What follows belongs to an exercise in optimizing a design on an open flow for small area; a production flow would make more cautious choices.
Function not checked in this run: the RTL went through the layout flow alone.
Power and IR drop assume default switching activity.

==> config.mk <==
export PLATFORM = sky130hd
export DESIGN_NAME = top
export DESIGN_NICKNAME = top
export VERILOG_FILES = /design/flow/design.v
export SDC_FILE = /design/flow/constraint.sdc
export NUM_CORES = 4
export LEC_CHECK = 0
export CAP_MARGIN = 20
export CORE_MARGIN = 2
export CORE_UTILIZATION = 40
export SLEW_MARGIN = 20
==> constraint.sdc <==
create_clock -name core_clock -period 14.0 [get_ports {clk}]
set_input_delay 2.8000 -clock core_clock [delete_from_list [all_inputs] [get_ports {clk}]]
set_output_delay 2.8000 -clock core_clock [all_outputs]
set_load 0.01 [all_outputs]
==> design.v <==
module spi_slave_interface #(
    parameter integer WIDTH = 16
)(
    input  logic clk,                
    input  logic rst,                
    input  logic sclk,              
    input  logic cs_n,              
    input  logic mosi,              
    output logic miso,              
    output logic wr_en,                             
    output logic [15:0] addr,                       
    output logic signed [WIDTH-1:0] wr_data,        
    input  logic signed [WIDTH-1:0] rd_data         
);
    typedef enum logic [1:0] {
        IDLE,
        SHIFT_IN,
        SHIFT_OUT
    } spi_state_t;
    spi_state_t state, next_state;
    logic [5:0] bit_count;
    logic [31:0] shift_reg;          
    logic [WIDTH-1:0] read_buffer;   
    logic [1:0] sclk_sync;
    logic sclk_rising, sclk_falling;
    always_ff @(posedge clk or posedge rst) begin
        if (rst) begin
            sclk_sync <= 2'b00;
        end else begin
            sclk_sync <= {sclk_sync[0], sclk};
        end
    end
    assign sclk_rising  = (sclk_sync == 2'b01);
    assign sclk_falling = (sclk_sync == 2'b10);
    always_ff @(posedge clk or posedge rst) begin
        if (rst) begin
            state <= IDLE;
        end else begin
            state <= next_state;
        end
    end
    always_comb begin
        next_state = state;
        case (state)
            IDLE: begin
                if (!cs_n) begin
                    next_state = SHIFT_IN;
                end
            end
            SHIFT_IN: begin
                if (bit_count == 6'd32) begin
                    next_state = SHIFT_OUT;
                end
            end
            SHIFT_OUT: begin
                if (cs_n) begin
                    next_state = IDLE;
                end
            end
            default: begin
                next_state = IDLE;
            end
        endcase
    end
    always_ff @(posedge clk or posedge rst) begin
        if (rst) begin
            shift_reg <= 32'd0;
            bit_count <= 6'd0;
        end else if (cs_n) begin
            shift_reg <= 32'd0;
            bit_count <= 6'd0;
        end else if (state == SHIFT_IN) begin
            if (sclk_rising) begin
                shift_reg <= {shift_reg[30:0], mosi};
                bit_count <= bit_count + 1;
            end
        end else if (state != SHIFT_IN) begin
            bit_count <= 6'd0;
        end
    end
    always_ff @(posedge clk or posedge rst) begin
        if (rst) begin
            wr_en   <= 1'b0;
            addr    <= 16'd0;
            wr_data <= '0;
        end else begin
            wr_en <= 1'b0;  
            if (state == SHIFT_IN && bit_count == 6'd32) begin
                addr    <= shift_reg[30:16];
                wr_data <= shift_reg[15:0];
                if (!shift_reg[31]) begin  
                    wr_en <= 1'b1;
                end
            end
        end
    end
    logic rd_pending;
    always_ff @(posedge clk or posedge rst) begin
        if (rst) begin
            rd_pending <= 1'b0;
        end else begin
            rd_pending <= (state == SHIFT_IN && bit_count == 6'd32 && shift_reg[31]);
        end
    end
    always_ff @(posedge clk or posedge rst) begin
        if (rst) begin
            read_buffer <= '0;
        end else begin
            if (rd_pending) begin
                read_buffer <= rd_data;
            end else if (state == SHIFT_OUT && sclk_falling) begin
                read_buffer <= {read_buffer[WIDTH-2:0], 1'b0};
            end
        end
    end
    always_ff @(posedge clk or posedge rst) begin
        if (rst) begin
            miso <= 1'b0;
        end else begin
            if (state == SHIFT_OUT && shift_reg[31]) begin
                miso <= read_buffer[WIDTH-1];
            end else begin
                miso <= 1'b0;
            end
        end
    end
endmodule
module parameter_register_file #(
    parameter integer WIDTH = 16,
    parameter integer NUM_NEURONS_LAYER_1 = 4,
    parameter integer NUM_NEURONS_LAYER_2 = 3
)(
    input  logic clk,
    input  logic rst,
    input  logic wr_en,
    input  logic [15:0] addr,
    input  logic signed [WIDTH-1:0] wr_data,
    output logic signed [WIDTH-1:0] rd_data,
    output logic signed [WIDTH-1:0] threshold,
    output logic signed [WIDTH-1:0] leak,
    output logic signed [WIDTH-1:0] reset_potential,
    output logic signed [WIDTH-1:0] refractory_cycles,
    output logic [NUM_NEURONS_LAYER_1-1:0][NUM_NEURONS_LAYER_2-1:0][WIDTH-1:0] synaptic_weights
);
    logic signed [WIDTH-1:0] threshold_reg, leak_reg, reset_reg, refractory_reg;
    logic [NUM_NEURONS_LAYER_1-1:0][NUM_NEURONS_LAYER_2-1:0][WIDTH-1:0] weight_mem;
    int w_idx, w_i, w_j;
    assign w_idx = addr - 16'h1000;
    assign w_i   = w_idx / NUM_NEURONS_LAYER_2;
    assign w_j   = w_idx % NUM_NEURONS_LAYER_2;
    always_ff @(posedge clk or posedge rst) begin
        if (rst) begin
            threshold_reg   <= 16'd1000;
            leak_reg        <= 16'd10;
            reset_reg       <= 16'd0;
            refractory_reg  <= 16'd10;
            for (int m = 0; m < NUM_NEURONS_LAYER_1; m++) begin
                for (int n = 0; n < NUM_NEURONS_LAYER_2; n++) begin
                    weight_mem[m][n] <= '0;
                end
            end
        end else if (wr_en) begin
            case (addr)
                16'h0000: threshold_reg  <= wr_data;
                16'h0001: leak_reg       <= wr_data;
                16'h0002: reset_reg      <= wr_data;
                16'h0003: refractory_reg <= wr_data;
                default: begin
                    if (addr >= 16'h1000 && addr < 16'h1000 + NUM_NEURONS_LAYER_1 * NUM_NEURONS_LAYER_2) begin
                        weight_mem[w_i][w_j] <= wr_data;
                    end
                end
            endcase
        end
    end
    always_comb begin
        case (addr)
            16'h0000: rd_data = threshold_reg;
            16'h0001: rd_data = leak_reg;
            16'h0002: rd_data = reset_reg;
            16'h0003: rd_data = refractory_reg;
            default: begin
                if (addr >= 16'h1000 && addr < 16'h1000 + NUM_NEURONS_LAYER_1 * NUM_NEURONS_LAYER_2) begin
                    rd_data = weight_mem[w_i][w_j];
                end else begin
                    rd_data = '0;
                end
            end
        endcase
    end
    assign threshold          = threshold_reg;
    assign leak               = leak_reg;
    assign reset_potential    = reset_reg;
    assign refractory_cycles  = refractory_reg;
    assign synaptic_weights   = weight_mem;
endmodule
module lif_neuron #(
    parameter integer WIDTH = 16
)(
    input  logic                      clk,
    input  logic                      rst,
    input  logic signed [WIDTH-1:0]   input_current,
    input  logic signed [WIDTH-1:0]   threshold,
    input  logic signed [WIDTH-1:0]   leak,
    input  logic signed [WIDTH-1:0]   reset_potential,
    input  logic signed [WIDTH-1:0]   refractory_cycles,
    output reg                        spike
);
    localparam signed [WIDTH-1:0] MAX_POTENTIAL = 2**(WIDTH-1) - 1;
    localparam signed [WIDTH-1:0] MIN_POTENTIAL = -(2**(WIDTH-1));
    logic signed [WIDTH-1:0] membrane_potential;
    logic [WIDTH-1:0] refractory_counter;
    logic in_refractory;
    logic signed [WIDTH:0] extended_sum;   
    logic signed [WIDTH-1:0] next_potential;
    logic spike_next;
    always_comb begin
        extended_sum = $signed(membrane_potential) + $signed(input_current) - $signed(leak);
        if (extended_sum > MAX_POTENTIAL)
            next_potential = MAX_POTENTIAL;
        else if (extended_sum < MIN_POTENTIAL)
            next_potential = MIN_POTENTIAL;
        else
            next_potential = extended_sum[WIDTH-1:0];
        spike_next = (!in_refractory && next_potential >= threshold);
    end
    always_ff @(posedge clk or posedge rst) begin
        if (rst) begin
            membrane_potential <= 0;
            spike <= 0;
            refractory_counter <= 0;
            in_refractory <= 0;
        end else begin
            spike <= 0;
            if (in_refractory) begin
                if (refractory_counter == 0)
                    in_refractory <= 0;
                else
                    refractory_counter <= refractory_counter - 1;
            end else begin
                if (spike_next) begin
                    spike <= 1;
                    membrane_potential <= reset_potential;
                    in_refractory <= 1;
                    refractory_counter <= refractory_cycles - 1;
                end else begin
                    membrane_potential <= next_potential;
                end
            end
        end
    end
endmodule
module fully_connected_neural_network #(
    parameter integer WIDTH = 16,
    parameter integer NUM_NEURONS_LAYER_1 = 4,
    parameter integer NUM_NEURONS_LAYER_2 = 3
)(
    input  logic clk,
    input  logic rst,
    input  logic signed [WIDTH-1:0] input_current,
    input  logic signed [WIDTH-1:0] threshold,
    input  logic signed [WIDTH-1:0] leak,
    input  logic signed [WIDTH-1:0] reset_potential,
    input  logic signed [WIDTH-1:0] refractory_cycles,
    input  logic [NUM_NEURONS_LAYER_1-1:0][NUM_NEURONS_LAYER_2-1:0][WIDTH-1:0] synaptic_weights,
    output logic [NUM_NEURONS_LAYER_2-1:0] spikes_layer_2
);
    logic spike_layer_1 [NUM_NEURONS_LAYER_1-1:0];
    logic signed [WIDTH-1:0] input_current_layer_2 [NUM_NEURONS_LAYER_2-1:0];
    logic spike_layer_2_int [NUM_NEURONS_LAYER_2-1:0];
    genvar i;
    generate
        for (i = 0; i < NUM_NEURONS_LAYER_1; i++) begin : layer_1_neurons
            lif_neuron #(
                .WIDTH(WIDTH)
            ) neuron_layer_1 (
                .clk(clk),
                .rst(rst),
                .input_current(input_current),
                .threshold(threshold),
                .leak(leak),
                .reset_potential(reset_potential),
                .refractory_cycles(refractory_cycles),
                .spike(spike_layer_1[i])
            );
        end
    endgenerate
    always_comb begin
        integer j, k;
        for (j = 0; j < NUM_NEURONS_LAYER_2; j++) begin
            input_current_layer_2[j] = 0;
            for (k = 0; k < NUM_NEURONS_LAYER_1; k++) begin
                if (spike_layer_1[k]) begin
                    input_current_layer_2[j] += synaptic_weights[k][j];
                end
            end
        end
    end
    generate
        for (i = 0; i < NUM_NEURONS_LAYER_2; i++) begin : layer_2_neurons
            lif_neuron #(
                .WIDTH(WIDTH)
            ) neuron_layer_2 (
                .clk(clk),
                .rst(rst),
                .input_current(input_current_layer_2[i]),
                .threshold(threshold),
                .leak(leak),
                .reset_potential(reset_potential),
                .refractory_cycles(refractory_cycles),
                .spike(spike_layer_2_int[i])
            );
        end
    endgenerate
    always_ff @(posedge clk or posedge rst) begin
        if (rst) begin
            spikes_layer_2 <= '0;
        end else begin
            for (int s = 0; s < NUM_NEURONS_LAYER_2; s++) begin
                spikes_layer_2[s] <= spike_layer_2_int[s];
            end
        end
    end
endmodule
module top #(
    parameter integer WIDTH = 16,
    parameter integer NUM_NEURONS_LAYER_1 = 4,
    parameter integer NUM_NEURONS_LAYER_2 = 3
)(
    input  logic clk,
    input  logic rst,
    input  logic sclk,
    input  logic cs_n,
    input  logic mosi,
    output logic miso,
    input  logic signed [WIDTH-1:0] input_current,
    output logic [NUM_NEURONS_LAYER_2-1:0] spikes
);
    logic wr_en;
    logic [15:0] addr;
    logic signed [WIDTH-1:0] wr_data;
    logic signed [WIDTH-1:0] rd_data;
    logic signed [WIDTH-1:0] threshold;
    logic signed [WIDTH-1:0] leak;
    logic signed [WIDTH-1:0] reset_potential;
    logic signed [WIDTH-1:0] refractory_cycles;
    logic [NUM_NEURONS_LAYER_1-1:0][NUM_NEURONS_LAYER_2-1:0][WIDTH-1:0] synaptic_weights;
    spi_slave_interface #(
        .WIDTH(WIDTH)
    ) spi_inst (
        .clk(clk),
        .rst(rst),
        .sclk(sclk),
        .cs_n(cs_n),
        .mosi(mosi),
        .miso(miso),
        .wr_en(wr_en),
        .addr(addr),
        .wr_data(wr_data),
        .rd_data(rd_data)
    );
    parameter_register_file #(
        .WIDTH(WIDTH),
        .NUM_NEURONS_LAYER_1(NUM_NEURONS_LAYER_1),
        .NUM_NEURONS_LAYER_2(NUM_NEURONS_LAYER_2)
    ) reg_file (
        .clk(clk),
        .rst(rst),
        .wr_en(wr_en),
        .addr(addr),
        .wr_data(wr_data),
        .rd_data(rd_data),
        .threshold(threshold),
        .leak(leak),
        .reset_potential(reset_potential),
        .refractory_cycles(refractory_cycles),
        .synaptic_weights(synaptic_weights)
    );
    fully_connected_neural_network #(
        .WIDTH(WIDTH),
        .NUM_NEURONS_LAYER_1(NUM_NEURONS_LAYER_1),
        .NUM_NEURONS_LAYER_2(NUM_NEURONS_LAYER_2)
    ) nn_inst (
        .clk(clk),
        .rst(rst),
        .input_current(input_current),
        .threshold(threshold),
        .leak(leak),
        .reset_potential(reset_potential),
        .refractory_cycles(refractory_cycles),
        .synaptic_weights(synaptic_weights),
        .spikes_layer_2(spikes)
    );
endmodule
==> run.sh <==
#!/bin/bash
# synth_recipe.tcl (not shown) runs the flow's synth.tcl, then flattens the netlist and writes it again
# the make line also repeats each setting of config.mk as NAME=value (left out here)
make -C /OpenROAD-flow-scripts/flow DESIGN_CONFIG=/design/flow/config.mk WORK_HOME=/design/flow/orfs CLKGATE_MAP_FILE= SYNTH_SCRIPT=/design/flow/synth_recipe.tcl finish
==> flow_summary.ini <==
[timing]
fin_skew_ns = 0.0427
setup_tns_ns = 0
hold_slack_ns = 0.354
worst_pin_slew_ns = 1.13
final-setup-viol-count = 0
fin_crit_sh_pct = 94.5
fin_crit_ns = 13.23
fmax_mhz = 75.6
max_slew_margin_pct = 24.5
hold_viol_final = 0
slew_violations = 0

[clock_tree]
cts-htree-levels = 3
clockBufferDepth = 3
cts-root-buf = clkbuf_16
clock_sinks = 589
cts_tree = built
insertion_delay_ns = 0.66
ctsHoldBuffers = 0
cts_buffers = 75
clkTransAtPathRegs_ns = 0.05

[grt]
grt_pass1_wl_um = 240000
antenna_found_initial = 2
grt_max_degree = 163
grt_overflow = 0
grt_usage_pct = 22.8
grt_pass1_vias = 41343

[floorplanning]
start_util_pct = 40.3
die-area_mm2 = 0.133
boundaryPins = 25
core-area_mm2 = 0.129
die-width_um = 365
rows = 132
die_y_um = 365

[placed_design]
place_hpwl_um = 116000
place.port_buffers = 24
placed_area_mm2 = 0.0554
place.gp.congestion = 0.898

[power_and_ir_drop]
powerDensity_mw_per_mm2 = 207
peakVddDrop_v = 0.000373
p_leak_uw = 0.0266
power_uw = 12100

[yosys]
synth_cell_types = 102
synth_common_cells = inv_1, dfrtp_1, a21oi_1
ys.flop_type = dfrtp_1
post-synth-top-count-cell = inv_1
async_reset_ff_share_pct = 100
yosys-top-cells-area = dfrtp_1, ha_1, a21oi_1, xnor2_1, fa_1
seq_area_frac_synth_pct = 28.3
synth_edf_count = 0
synth_seq_cells = 589
avgSynthCellArea_um2 = 8.96
yosysTopAreaCellShare_pct = 27.8
syn_inst = 5819
syn_area_mm2 = 0.0521
ys_warn_count = 8
synthesis.nets = 6430
synth_area_leader_cell = dfrtp_1

[run_status]
status = complete, no violations

[route]
drc = 0
dr.pass1.iters = 6
drtIter0Drc = 3565
wl_per_cell_um = 20.0
totalWireLength_um = 153000
via_per_inst = 5.62
antenna_left = 0
via_count = 42966

[setup_path]
start_kind = flip-flop
critPathMaxStageDelay_ns = 0.65
critPathCaptureType = flip-flop
worstReg2RegStart = spi_inst.addr[2]
arrival_ns = 13.74
path_class = reg -> reg
reg2regPathDepth = 64
crit_required_ns = 14.51
slowest_stage = or4_4
cp_common_cell = a21oi_1
reg2reg_to = reg_file.weight_mem[30]
rrSetupSlack_ns = 0.77
crit_fanout = 16

[cells_and_area]
reg.largest.list = reg_file.weight_mem x192, nn_inst.layer_1_neurons.neuron_layer_1.membrane_potential x64, nn_inst.layer_1_neurons.neuron_layer_1.refractory_counter x64
syn_to_final_growth_pct = 11.8
layout-drive-gt1-share_pct = 13.6
regMostFlops = reg_file.weight_mem
diodes = 0
fin_nets = 6460
largest_reg_flops = 192
final_area_mm2 = 0.0583

[worst_hold_path]
min_from = nn_inst.layer_2_neurons[2].neuron_layer_2.spike
holdCritPathClass = reg -> reg
whs_endpoint = nn_inst.spikes_layer_2[2]
hold_depth = 0

[flow_run]
maxCapViolCount = 0
-- final cells by class --
cell class                 count  area [µm²]
clock buffer                 106        2130
timing repair buffer         240        2130
tap                         1742        2180
multi-input combinational   4357       34500
fill                       12534       71200
sequential                   589       14800
clock inverter                27         409
inverter                     586        2200
-- cells by family after synthesis --
| logic type | synth area share, % |
|---|---|
| AO/OA/AOI/OAI | 18.9 |
| adder cells (fa/ha/maj) | 15.9 |
| multiplexers | 11.7 |
| XOR/XNOR | 6.34 |
| AND/OR/NAND/NOR | 12.3 |
| buffers and inverters | 6.51 |
| flip-flops | 28.3 |
-- per-layer routing --
layer	wire length, µm	track usage [%]
met1	74300	33.8
met2	66700	35.0
met3	8680	2.81
met4	3470	5.95
met5	0	0
-- placed cells by master, fill, tap and decap left out, drive strengths merged, types with 42 or more instances in the layout --
| cell | netlist | layout |
|---|---|---|
| nand2 | 475 | 475 |
| a21o | 55 | 55 |
| nor3 | 55 | 55 |
| mux2i | 166 | 166 |
| nor3b | 61 | 61 |
| a21oi | 523 | 523 |
| dfrtp | 579 | 579 |
| a31oi | 42 | 42 |
| xnor2 | 294 | 294 |
| nor2b | 52 | 52 |
| o22ai | 87 | 87 |
| mux4 | 48 | 48 |
| a32o | 49 | 49 |
| mux2 | 280 | 280 |
| o21ai | 459 | 459 |
| xor2 | 78 | 78 |
| nor2 | 242 | 242 |
| buf | 56 | 216 |
| clkbuf | 232 | 106 |
| ha | 467 | 467 |
| o21bai | 138 | 138 |
| and2 | 73 | 73 |
| fa | 123 | 123 |
| nand3 | 121 | 121 |
| inv | 583 | 583 |
-- critical path, delay by kind of cell, from the launching register on --
family,cells,cell delay (ns)
buffers and inverters,6,0.88
AO/OA/AOI/OAI,35,6.24
multiplexers,1,0.22
AND/OR/NAND/NOR,13,3.21
XOR/XNOR,3,0.48
flip-flops,1,0.43
adder cells (fa/ha/maj),6,1.64
-- power by group --
group	internal, µW	total [µW]	switching, µW
logic	3210	7880	4670
registers	1960	2180	222
clock network	1200	2020	820
total	6360	12100	5720
-- worst max-delay path by stage --
stage	start	end
after global routing	spi_inst.addr[2]	reg_file.weight_mem[18]
after CTS	spi_inst.addr[10]	reg_file.weight_mem[159]
after global placement	spi_inst.addr[0]	reg_file.weight_mem[158]
final	spi_inst.addr[2]	reg_file.weight_mem[30]
after detailed placement	spi_inst.addr[0]	reg_file.weight_mem[148]
after floorplan	spi_inst.addr[0]	reg_file.weight_mem[144]
-- through the flow --
| step | cells | worst slack (ns) | util (%) |
|---|---|---|---|
| final | 7647 | 0.774 | 45.0 |
| after global routing | 7647 | -0.0719 | 45.0 |
| after CTS | 7641 | 0.0147 | 44.7 |
| after detailed placement | 7508 | 0.0265 | 42.8 |
| after global placement | 7507 | 0.0125 | 42.7 |
| after floorplan | 5819 | 0.0610 | - |
-- timing repair --
item | 4_1_cts | 5_1_grt
setup endpoints to repair | 93 | 192
pin swaps | 0 | 17
gates resized for setup | 3 | 73
cloned | 0 | 1
setup buffers | 0 | 3

[static timing again, ports no longer ideal]
How much do the figures lean on ideal ports? The routed layout below was timed once more, with nothing changed but the port constraints. Step 1, drivers: a clkbuf_16 drives clk and a buf_2 each remaining input, both assumed. Step 2 times the ports against the registers' clock, not the clock port: input delays grow and output delays shrink by t, the midpoint of the rising clock arrivals with the driver on. a / b / c = ideal ports / drivers / drivers and shift; a / b = the first two.
shift t [ns]: 0.705
slack for setup (ns): 0.774 / 0.774 / 0.774
hold WS [ns]: 0.354 / 0.354 / 0.354
worst setup path after step 2: register to register
slew at the worst register clock pin (ns): 0.06 / 0.06
After both steps setup and hold are still met in this run. For this run, drivers alone change the setup slack by 0.000 ns; drivers and shift together by 0.000 ns.
